What follows belongs to an exercise in optimizing a design on an open flow for small area; a production flow would make more cautious choices. The RTL was checked by simulation tests, not by an equivalence proof against the original design. The clock input has no modelled driver; a real chip could not lean on it and would need a root buffer or a full tree. Power figures rest on the tool's default switching activity, not on a simulated workload.

## top
module top(
    input clk,
    input rst,
    input dht_data,
    output tx,
    output led_red,
    output led_green,
    output led_blue
);
    reg [8:0] q;
    reg [8:0] b;
    reg [9:0] cap;       
    reg       red, blue;
    reg       valid;
    wire q_fb  = q[3] ^ q[8];
    wire tick  = (q == 9'b011110001);
    wire samp  = (q == 9'b001111000);
    wire last  = b[8] & (&b[4:0]);                
    wire done  = tick & last;                     
    wire shift = samp & (b[8:3] == 6'b100000);    
    wire clear = ~b[8] & b[7];                    
    wire [1:0] ch = cap[9:8];
    wire [3:0] ct = cap[7:4];
    wire [3:0] co = cap[3:0];
    function [3:0] adj(input [3:0] d);
        reg a3;
        begin
            a3 = d[3] | (d[2] & (d[1] | d[0]));
            adj = {a3,
                   (d[3] & d[0]) | (d[2] & ~d[1] & ~d[0]),
                   (d[1] & (~d[2] | d[0])) | (d[3] & ~d[0]),
                   d[0] ^ a3};
        end
    endfunction
    wire [3:0] oa = adj(co);
    wire [3:0] ta = adj(ct);
    wire [8:0] q_nx;
    assign q_nx[0] = tick ? (last ? 1'b1 : 1'b0) : q_fb;
    assign q_nx[1] = q[0];
    assign q_nx[2] = q[1];
    assign q_nx[3] = q[2];
    assign q_nx[4] = tick ? (last ? 1'b0 : 1'b1) : q[3];
    assign q_nx[5] = q[4];
    assign q_nx[6] = q[5];
    assign q_nx[7] = tick ? (last ? 1'b1 : 1'b0) : q[6];
    assign q_nx[8] = q[7];
    always @(posedge clk or posedge rst) begin
        if (rst) begin
            q <= 9'b111100011;
            b <= 9'd12;
            red <= 1'b0;
            blue <= 1'b1;
            valid <= 1'b0;
        end else begin
            q <= q_nx;
            if (tick)
                b <= last ? 9'd12 : b + 9'd1;
            if (done) begin
                red <= (|ch) | ct[3] | ct[2] | (ct[1] & ct[0] & (|co));
                blue <= ~((|ch) | ct[3] | ct[2] | ct[1]);
                valid <= 1'b1;
            end
        end
    end
    always @(posedge clk) begin
        if (shift)
            cap <= {cap[8], ta, oa, dht_data};
        else if (clear)
            cap <= 10'd0;
    end
    assign led_red   = red;
    assign led_blue  = blue;
    assign led_green = ~red & ~blue;
    reg [10:0] p;
    reg [3:0]  s;
    reg [1:0]  c;
    reg [9:0]  v;       
    wire p_fb = p[8] ^ p[10];
    wire pt  = (p == 11'b10000001001);
  ...
Size in the first run: roughly 200 cells after synthesis.
==> flow/config.mk <==
export PLATFORM = sky130hd
export DESIGN_NAME = top
export DESIGN_NICKNAME = top
export VERILOG_FILES = /design/flow/design.v
export SDC_FILE = /design/flow/constraint.sdc
export NUM_CORES = 4
export LEC_CHECK = 0
export CAP_MARGIN = 20
export CORE_MARGIN = 2
export CORE_UTILIZATION = 40
export CTS_BUF_LIST = sky130_fd_sc_hd__clkbuf_4
export CTS_CLUSTER_DIAMETER = 100
export CTS_CLUSTER_SIZE = 30
export SLEW_MARGIN = 20
==> flow/constraint.sdc <==
create_clock -name core_clock -period 20.0 [get_ports {clk}]
set_input_delay 4.0000 -clock core_clock [delete_from_list [all_inputs] [get_ports {clk}]]
set_output_delay 4.0000 -clock core_clock [all_outputs]
set_load 0.01 [all_outputs]
standard.sh (not shown) runs the stock make flow with config.mk's settings and CLKGATE_MAP_FILE= SYNTH_SCRIPT=/design/flow/synth_recipe.tcl, a recipe that flattens the netlist after the stock synthesis.
==> flow/flow/run.sh <==
#!/bin/bash
# Own layout flow: the standard flow (standard.sh) with two changes:
#  - synthesis maps with an area-oriented ABC script (flow/area.abc) instead
#    of ORFS's speed script; everything else in synthesis is the standard flow's;
#  - ports are buffered with the smallest buffer (buf_1).
# Each tool's output stays in orfs/logs/; make's output goes to flow.log.
set -euo pipefail
W=$(pwd)
sed 's|^  log_cmd abc {\*}\$abc_args$|  log_cmd abc -script '"$W"'/flow/area.abc {*}[lrange $abc_args 2 end]|' \
    "$FLOW_HOME/scripts/synth.tcl" > "$W/synth_area.tcl"
grep -q "flow/area.abc" "$W/synth_area.tcl"
sed 's|^source \$::env(SCRIPTS_DIR)/synth.tcl$|source '"$W"'/synth_area.tcl|' synth_recipe.tcl > "$W/synth_top.tcl"
grep -q "synth_area.tcl" "$W/synth_top.tcl"
sed -e 's|SYNTH_SCRIPT=[^ ]*|SYNTH_SCRIPT='"$W"'/synth_top.tcl "BUFFER_PORTS_ARGS=-buffer_cell sky130_fd_sc_hd__buf_1"|' \
    standard.sh > "$W/my_standard.sh"
grep -q "synth_top.tcl" "$W/my_standard.sh"
bash "$W/my_standard.sh" > "$W/flow.log" 2>&1
==> flow/flow/area.abc <==
strash
ifraig
scorr
dc2
strash
&get -n
&dch -f
&nf -a
&put
Rerun with:
==> flow/run.sh (new file) <==
#!/bin/bash
# synth_recipe.tcl (not shown) runs the flow's synth.tcl, then flattens the netlist and writes it again
# the make line also repeats each setting of config.mk as NAME=value (left out here)
make -C /OpenROAD-flow-scripts/flow DESIGN_CONFIG=/design/flow/config.mk WORK_HOME=/design/flow/orfs CLKGATE_MAP_FILE= SYNTH_SCRIPT=/design/flow/synth_recipe.tcl finish
removed: flow/flow/run.sh
removed: flow/flow/area.abc
removed: flow/standard.sh
Outcome:
- The changed run finished with timing, DRC and antenna clean
- final cell count grows by 1.3%
- final area grows by 5.2%
- synthesized area grows by 3.7%
- via count grows by 4.9%
- wire length grows by 7.0%

========
try-onyx:
Another version of the RTL of top (not shown whole).
Size in the first run: ~200 cells after synthesis, ~7 I/O pins, roughly 2200 um2 of cells after synthesis.
clock: 20.0 ns
lec_check: 0
cap_margin: 20
core_margin: 2
core_utilization: 70
gpl_timing_driven: 0
place_density: 0.85
slew_margin: 20
==> flow/flow/run.sh <==
#!/bin/bash
# Own layout flow: the standard flow (standard.sh) with three changes:
#  - synthesis maps with an area-oriented ABC script (flow/area.abc) instead
#    of ORFS's speed script, and leaves adders to ABC (no ADDER_MAP_FILE)
#    instead of mapping them to half/full adder cells first; everything else
#    in synthesis is the standard flow's;
#  - ports are buffered with the smallest buffer (buf_1);
#  - CTS builds a one-level clock tree (flow/clock_tree.tcl: two buf_12,
#    each driving the registers of one half of the core) in place of
#    TritonCTS's H-tree; the rest of ORFS's cts.tcl (hold repair etc.) runs.
# Each tool's output stays in orfs/logs/; make's output goes to flow.log.
set -euo pipefail
W=$(pwd)
# ORFS scripts, with cts.tcl calling flow/clock_tree.tcl
rm -rf "$W/scripts"; cp -r "$FLOW_HOME/scripts" "$W/scripts"
sed -i 's|^log_cmd clock_tree_synthesis {\*}\$cts_args$|source '"$W"'/flow/clock_tree.tcl|' "$W/scripts/cts.tcl"
grep -q "flow/clock_tree.tcl" "$W/scripts/cts.tcl"
sed -i 's|^  log_cmd abc {\*}\$abc_args$|  log_cmd abc -script '"$W"'/flow/area.abc {*}[lrange $abc_args 2 end]|' "$W/scripts/synth.tcl"
grep -q "flow/area.abc" "$W/scripts/synth.tcl"
sed -e 's|SYNTH_SCRIPT=[^ ]*|SYNTH_SCRIPT='"$W"'/synth_recipe.tcl SCRIPTS_DIR='"$W"'/scripts CLOCK_BUF=sky130_fd_sc_hd__buf_12 CLOCK_GROUPS=2 ADDER_MAP_FILE= "BUFFER_PORTS_ARGS=-buffer_cell sky130_fd_sc_hd__buf_1"|' \
    standard.sh > "$W/my_standard.sh"
grep -q "SCRIPTS_DIR=" "$W/my_standard.sh"
bash "$W/my_standard.sh" > "$W/flow.log" 2>&1
==> flow/flow/area.abc <==
strash
ifraig
scorr
dc2
strash
&get -n
&deepsyn -T 10
&put
strash
dch -f
amap
topo
==> flow/flow/clock_tree.tcl <==
# Replaces clock_tree_synthesis in ORFS's cts.tcl: the clock sinks are split
# into CLOCK_GROUPS groups by position (each split halves the largest group
# across its wider side) and each group is driven by one CLOCK_BUF buffer at
# the group's centroid. The clock port drives only these buffers, so every
# register sees one buffer between the port and its clock pin.
proc my_clock_buffers { buf ng } {
  set block [ord::get_db_block]
  set net [$block findNet clk]
  set sinks {}
  foreach it [$net getITerms] {
    set inst [$it getInst]
    set loc [$inst getLocation]
    lappend sinks [list [lindex $loc 0] [lindex $loc 1] [$inst getName]/[[$it getMTerm] getName]]
  }
  set groups [list $sinks]
  while {[llength $groups] < $ng} {
    set gi 0; set best -1
    for {set i 0} {$i < [llength $groups]} {incr i} {
      if {[llength [lindex $groups $i]] > $best} { set best [llength [lindex $groups $i]]; set gi $i }
    }
    set g [lindex $groups $gi]
    set xs [lmap s $g {lindex $s 0}]; set ys [lmap s $g {lindex $s 1}]
    set wx [expr [tcl::mathfunc::max {*}$xs] - [tcl::mathfunc::min {*}$xs]]
    set wy [expr [tcl::mathfunc::max {*}$ys] - [tcl::mathfunc::min {*}$ys]]
    set k [expr {$wx >= $wy ? 0 : 1}]
    set g [lsort -integer -index $k $g]
    set h [expr [llength $g] / 2]
    set groups [lreplace $groups $gi $gi [lrange $g 0 [expr $h - 1]] [lrange $g $h end]]
  }
  set i 0
  foreach g $groups {
    set sx 0; set sy 0; set pins {}
    foreach s $g { set sx [expr $sx + [lindex $s 0]]; set sy [expr $sy + [lindex $s 1]]; lappend pins [get_pins [lindex $s 2]] }
    set x [expr $sx / [llength $g] / 1000.0]; set y [expr $sy / [llength $g] / 1000.0]
    insert_buffer -buffer_cell $buf -net clk -load_pins $pins -location [list $x $y] -buffer_name clkbuf_g$i -net_name clk_g$i
    puts "clock group $i: [llength $g] sinks, $buf at $x $y"
    incr i
  }
}
my_clock_buffers $::env(CLOCK_BUF) $::env(CLOCK_GROUPS)
set_propagated_clock [all_clocks]
try-onyx went all the way through synthesis, placement and routing and the layout is clean on timing, DRC and antenna.
Here is what was changed in the inputs of try-indigo compared with try-onyx.
- swapping 70 for 40 in CORE_UTILIZATION
- clearing PLACE_DENSITY, which used to be 0.85
==> flow/flow/run.sh <==
#!/bin/bash
# Own layout flow: the standard flow (standard.sh) with three changes:
#  - synthesis maps with an area-oriented ABC script (flow/area.abc) instead
#    of ORFS's speed script, and leaves adders to ABC (no ADDER_MAP_FILE)
#    instead of mapping them to half/full adder cells first; everything else
#    in synthesis is the standard flow's;
#  - ports are buffered with the smallest buffer (buf_1);
#  - CTS builds a one-level clock tree (flow/clock_tree.tcl) in place of
#    TritonCTS's H-tree; the rest of ORFS's cts.tcl (hold repair etc.) runs.
# Each tool's output stays in orfs/logs/; make's output goes to flow.log.
set -euo pipefail
W=$(pwd)
# ORFS scripts, with cts.tcl calling flow/clock_tree.tcl
rm -rf "$W/scripts"; cp -r "$FLOW_HOME/scripts" "$W/scripts"
sed -i 's|^log_cmd clock_tree_synthesis {\*}\$cts_args$|source '"$W"'/flow/clock_tree.tcl|' "$W/scripts/cts.tcl"
grep -q "flow/clock_tree.tcl" "$W/scripts/cts.tcl"
sed -i 's|^  log_cmd abc {\*}\$abc_args$|  log_cmd abc -script '"$W"'/flow/area.abc {*}[lrange $abc_args 2 end]|' "$W/scripts/synth.tcl"
grep -q "flow/area.abc" "$W/scripts/synth.tcl"
sed -e 's|SYNTH_SCRIPT=[^ ]*|SYNTH_SCRIPT='"$W"'/synth_recipe.tcl SCRIPTS_DIR='"$W"'/scripts CLOCK_BUF=sky130_fd_sc_hd__clkbuf_8 CLOCK_GROUPS=4 ADDER_MAP_FILE= "BUFFER_PORTS_ARGS=-buffer_cell sky130_fd_sc_hd__buf_1"|' \
    standard.sh > "$W/my_standard.sh"
grep -q "SCRIPTS_DIR=" "$W/my_standard.sh"
bash "$W/my_standard.sh" > "$W/flow.log" 2>&1
==> flow/flow/area.abc <==
strash
ifraig
scorr
dc2
strash
&get -n
&deepsyn -T 10
&dch -f
&nf -a
&put
### Flow results
Summary of try-indigo over try-onyx: detailed placement HPWL -120 um; final area +3.2%; sequential share of layout area -2.0 points; share of layout cells above drive strength 1 +2.0 points.
Comparing try-indigo and try-onyx, the higher final wirelength was measured on try-onyx.
Via count (try-indigo over try-onyx): decrease, 11%
Cell count grows by a few percent when moving from try-onyx to try-indigo.
diff inputs: try-indigo => try-zinc
- putting PLACE_DENSITY at 0.7 where nothing was set
- swapping 40 for 55 in CORE_UTILIZATION
==> flow/flow/run.sh <==
#!/bin/bash
# Own layout flow: the standard flow (standard.sh) with three changes:
#  - synthesis maps with an area-oriented ABC script (flow/area.abc) instead
#    of ORFS's speed script, and leaves adders to ABC (no ADDER_MAP_FILE)
#    instead of mapping them to half/full adder cells first; everything else
#    in synthesis is the standard flow's;
#  - ports are buffered with the smallest buffer (buf_1);
#  - CTS builds a one-level clock tree (flow/clock_tree.tcl: two buf_12,
#    each driving the registers of one half of the core) in place of
#    TritonCTS's H-tree; the rest of ORFS's cts.tcl (hold repair etc.) runs.
# Each tool's output stays in orfs/logs/; make's output goes to flow.log.
set -euo pipefail
W=$(pwd)
# ORFS scripts, with cts.tcl calling flow/clock_tree.tcl
rm -rf "$W/scripts"; cp -r "$FLOW_HOME/scripts" "$W/scripts"
sed -i 's|^log_cmd clock_tree_synthesis {\*}\$cts_args$|source '"$W"'/flow/clock_tree.tcl|' "$W/scripts/cts.tcl"
grep -q "flow/clock_tree.tcl" "$W/scripts/cts.tcl"
sed -i 's|^  log_cmd abc {\*}\$abc_args$|  log_cmd abc -script '"$W"'/flow/area.abc {*}[lrange $abc_args 2 end]|' "$W/scripts/synth.tcl"
grep -q "flow/area.abc" "$W/scripts/synth.tcl"
sed -e 's|SYNTH_SCRIPT=[^ ]*|SYNTH_SCRIPT='"$W"'/synth_recipe.tcl SCRIPTS_DIR='"$W"'/scripts CLOCK_BUF=sky130_fd_sc_hd__buf_12 CLOCK_GROUPS=2 ADDER_MAP_FILE= "BUFFER_PORTS_ARGS=-buffer_cell sky130_fd_sc_hd__buf_1"|' \
    standard.sh > "$W/my_standard.sh"
grep -q "SCRIPTS_DIR=" "$W/my_standard.sh"
bash "$W/my_standard.sh" > "$W/flow.log" 2>&1
==> flow/flow/area.abc <==
strash
ifraig
scorr
dc2
strash
&get -n
&deepsyn -T 10
&put
strash
dch -f
amap
topo
Notes after the runs:
- Diff try-indigo -> try-zinc: total global routing overflow about even; synthesized area divided by synthesized cell count went down by about 12%; number of nets in the layout climbed 20.
Edits applied to the flow inputs when going from try-zinc to try-xenon:
- a change of CORE_UTILIZATION from 55 to 40
- a deleted PLACE_DENSITY that had been 0.7
==> flow/flow/area.abc <==
strash
ifraig
scorr
dc2
strash
&get -n
&deepsyn -T 10
&dch -f
&nf -a -R 1000
&put
Findings:
NOTE: fraction of area in registers in try-xenon falls short of that of try-zinc
Delta(final area, try-xenon - try-zinc) > 0
Between try-zinc and try-xenon, the post-route clock period utilization figures differ only marginally.
Re via count: try-xenon and try-zinc aren't equal, and the lower value belongs to try-xenon.
Looking at routed wire length across try-xenon and try-zinc, the one that comes out lower is try-zinc.
Relative to try-xenon, the following input files were edited for try-quartz:
==> flow/flow/area.abc <==
strash
ifraig
scorr
dc2
strash
&get -n
&deepsyn -T 10
&put
strash
dch -f
amap
topo
Results
- Sequential fraction of the synthesis area came out higher on try-quartz than on try-xenon.
- Between try-quartz and try-xenon, the difference in total power is negligible.
- The number of inserted diodes on try-quartz is in line with that on try-xenon.
- try-quartz vs try-xenon on met1 demand-to-capacity share in global routing: try-quartz is the lower one.
- From try-xenon to try-quartz the numbers moved as follows: first-iteration DRC count moved down, total power per unit cell area moved up, final design area excluding fillers level, cell area after synthesis moved down, number of multi-input combinational cells in the layout moved down.
- Going from try-xenon to try-quartz, synthesized cell count grew by more than 10%.
Setup changes, try-quartz to try-raven
-- flow/flow/run.sh --
<<< try-quartz, line 6
#    in synthesis is the standard flow's;
#  - ports are buffered with the smallest buffer (buf_1);
#  - CTS builds a one-level clock tree (flow/clock_tree.tcl: two buf_12,
#    each driving the registers of one half of the core) in place of
#    TritonCTS's H-tree; the rest of ORFS's cts.tcl (hold repair etc.) runs.
# Each tool's output stays in orfs/logs/; make's output goes to flow.log.
>>> try-raven, line 6
#    in synthesis is the standard flow's;
#  - ports are buffered with the smallest buffer (buf_1);
#  - CTS builds a one-level clock tree (flow/clock_tree.tcl) in place of
#    TritonCTS's H-tree; the rest of ORFS's cts.tcl (hold repair etc.) runs.
# Each tool's output stays in orfs/logs/; make's output goes to flow.log.
==> flow/flow/area.abc <==
strash
ifraig
scorr
dc2
strash
&get -n
&deepsyn -T 10
&dch -f
&nf -a
&put
### Flow results
try-raven against try-quartz; weighted congestion reported at the end of routability-driven placement is down by more than 10%. Going from try-quartz to try-raven, routed via count divided by cell count increased 4.9%, worst hold path stage count stayed essentially flat.
No run of this note takes its clock network from TritonCTS; it comes from the design's own scripts or RTL.

[port drivers added, routing unchanged]
The flow's constraints put no driver on any port. The routed layouts listed below were extracted and timed again, unchanged, in two steps. Step 1 (the two cells are an assumption about what drives the block):
set clk [get_ports {clk}]
set_driving_cell -lib_cell sky130_fd_sc_hd__clkbuf_16 $clk
set_driving_cell -lib_cell sky130_fd_sc_hd__buf_2 [delete_from_list [all_inputs] $clk]
Step 2 also shifts input and output timing later by t, the mid clock arrival at the registers, as if the neighbouring blocks saw the same clock. Slacks: ideal ports / drivers / drivers and shift; pairs: ideal ports / drivers.
| run | shift t [ns] | slack for setup (ns) | worst data-port slew with drivers (ns) | cell pins on the clock port's net |
|---|---|---|---|---|
| the first run of note 1 | 0.406 | 13.643 / 13.619 / 14.025 | 0.03 | 1 |
| the second run of note 1 | 0.434 | 13.545 / 13.519 / 13.953 | 0.03 | 1 |
| try-onyx | 0.180 | 14.298 / 14.250 / 14.430 | 0.03 | 2 |
| try-indigo | 0.197 | 14.301 / 14.249 / 14.446 | 0.03 | 4 |
| try-zinc | 0.185 | 14.320 / 14.272 / 14.457 | 0.03 | 2 |
| try-xenon | 0.184 | 14.347 / 14.299 / 14.483 | 0.03 | 2 |
| try-quartz | 0.186 | 14.283 / 14.234 / 14.421 | 0.03 | 2 |
| try-raven | 0.185 | 14.288 / 14.241 / 14.426 | 0.03 | 2 |
After both steps setup and hold are still met in every run listed.
